This design comes from an exercise in tuning for small area, a short achievable clock period and few clock cycles per item on the open sky130 flow, not from production work.
Where RTL was checked, it was by simulation tests only, not by an equivalence proof against the original.
Power and IR drop assume default switching activity.

== ember ==
// time_based_processor
module time_based_processor(
    input           clk,             
    input           rst_n,           
    input  [7:0]    data_in,         
    input  [2:0]    opcode,          
    input           data_valid,      
    output [15:0]   data_out,        
    output          data_ready,      
    output [3:0]    status_flags     
);
For scale: roughly 35 I/O pins.
Settings: LEC_CHECK=0, ABC_AREA=1, CAP_MARGIN=20, CORE_MARGIN=2, CORE_UTILIZATION=40, SETUP_SLACK_MARGIN=2, SLEW_MARGIN=20; clock period 5.5 ns.
run.sh (not shown) runs the stock make flow with config.mk's settings and CLKGATE_MAP_FILE= SYNTH_SCRIPT=/design/flow/synth_recipe.tcl, a recipe that flattens the netlist after the stock synthesis.
ember: no failed stages, no open violations at the end
Here is what was changed in the inputs of violet compared with ember.
==> flow/flow/run.sh (new file) <==
#!/bin/bash
# Standard layout, with plain buf_1 cells as the port buffers.
bash standard.sh "BUFFER_PORTS_ARGS=-buffer_cell sky130_fd_sc_hd__buf_1" finish > standard.log 2>&1
==> flow/standard.sh (new file) <==
#!/bin/bash
# synth_recipe.tcl (not shown) runs the flow's synth.tcl, then flattens the netlist and writes it again
# the make line also repeats each setting of config.mk as NAME=value (left out here)
make -C /OpenROAD-flow-scripts/flow DESIGN_CONFIG=/design/flow/config.mk WORK_HOME=/design/flow/orfs CLKGATE_MAP_FILE= SYNTH_SCRIPT=/design/flow/synth_recipe.tcl "${@:-finish}"
removed: flow/run.sh
==> run summary <==
violet did not stop at any stage, and its layout met the timing, design-rule and antenna checks.
violet ends up with a global-route met3 utilization that is 0.88 points higher than in ember.
Comparing number of standard cells in the layout, taps in and fillers out for ember and violet, the bigger number came from ember.
Compared with ember, in violet worst supply voltage drop on vdd higher; relative contribution of combinational cells to total power lower; total buffers and inverters traversed by the critical path higher.
The cell area after placement of violet is lower than that of ember.
The worst setup slack of violet is lower than that of ember.
Compared to ember, violet reaches a lower achievable clock.
Compared with ember, in violet half-perimeter wire length after detailed placement fell by 3.0%; clock tree cell share of total cell area was more or less identical.
No functional check of the RTL was part of any run of this note.

* * *

Another version of the RTL of time_based_processor (not shown whole).
For scale: about 35 I/O pins, roughly 3400 um2 of cells after synthesis.
==> flow/config.mk <==
export PLATFORM = sky130hd
export DESIGN_NAME = time_based_processor
export DESIGN_NICKNAME = time_based_processor
export VERILOG_FILES = /design/flow/design.v
export SDC_FILE = /design/flow/constraint.sdc
export NUM_CORES = 4
export LEC_CHECK = 0
export ABC_AREA = 1
export CAP_MARGIN = 20
export CORE_MARGIN = 2
export CORE_UTILIZATION = 40
export CTS_CLUSTER_DIAMETER = 100
export CTS_CLUSTER_SIZE = 50
export SETUP_SLACK_MARGIN = 2.75
export SLEW_MARGIN = 20
==> flow/constraint.sdc <==
create_clock -name core_clock -period 5.5 [get_ports {clk}]
set_input_delay 1.1000 -clock core_clock [delete_from_list [all_inputs] [get_ports {clk}]]
set_output_delay 1.1000 -clock core_clock [all_outputs]
set_load 0.01 [all_outputs]
standard.sh (not shown) runs the stock make flow with config.mk's settings and CLKGATE_MAP_FILE= SYNTH_SCRIPT=/design/flow/synth_recipe.tcl, a recipe that flattens the netlist after the stock synthesis.
==> flow/flow/run.sh <==
#!/bin/bash
# Standard layout with these changes: plain buf_1 cells as the port buffers,
# and half and full adders left to abc as plain gates (flow/noha.mk).
bash standard.sh "DESIGN_CONFIG=$PWD/flow/noha.mk" "BUFFER_PORTS_ARGS=-buffer_cell sky130_fd_sc_hd__buf_1"  finish > standard.log 2>&1
==> flow/flow/noha.mk <==
# The standard flow's settings, plus the half and full adders cells marked don't-use so that
# synthesis leaves half and full adders to abc as plain gates.
include $(FLOW_CONFIG)
export DONT_USE_CELLS += sky130_fd_sc_hd__ha_1 sky130_fd_sc_hd__ha_2 sky130_fd_sc_hd__ha_4 sky130_fd_sc_hd__fa_1 sky130_fd_sc_hd__fa_2 sky130_fd_sc_hd__fa_4
Testbench counts at the start, summed over its fixed seeds: cycles 15,476, ops 4,800.
Change:
--- a/flow/config.mk
+++ b/flow/config.mk
@@ -10,6 +10,4 @@
 export CORE_MARGIN = 2
-export CORE_UTILIZATION = 40
-export CTS_CLUSTER_DIAMETER = 100
-export CTS_CLUSTER_SIZE = 50
-export SETUP_SLACK_MARGIN = 2.75
+export CORE_UTILIZATION = 60
+export SETUP_SLACK_MARGIN = 3.25
 export SLEW_MARGIN = 20
=> Die area went down by a quarter to a third. Total power increases by roughly a tenth. Routed wire length rose by a few percent. Fmax rose by a few percent. Cell area is higher by roughly a tenth. Utilization went up by 31 points. Synthesized cell count is unchanged. Sequential power rises slightly. Worst setup slack improved by 0.16 ns.

==> afterwards: timing with drivers on the ports <==
The flow's constraints put no driver on any port. The routed layouts listed below were extracted and timed again, unchanged, in two steps. Step 1 assumes that a clkbuf_16 drives the clock port and a buf_2 every other input. Step 2 moves the port delays by t, midway between the first and last clock arrival at a register: inputs arrive t later, outputs are due t later. That takes back most of the time a late clock gives input paths. Three values: ideal, step 1, step 2; two values: the first two.
run | shift t [ns] | setup slack, ns | worst data-port slew with drivers (ns) | cell pins on the clock port's net
ember | 0.309 | 2.216 / 2.216 / 2.089 | 0.03 | 1
violet | 0.314 | 2.136 / 2.136 / 1.963 | 0.03 | 1
the first run of note 2 | 0.317 | 2.916 / 2.917 / 2.603 | 0.04 | 1
the second run of note 2 | 0.318 | 3.074 / 3.044 / 2.840 | 0.06 | 1
After both steps setup and hold are still met in every run listed. For the first run of note 2, which loses most, drivers alone change the setup slack by +0.001 ns; drivers and shift together by -0.313 ns.
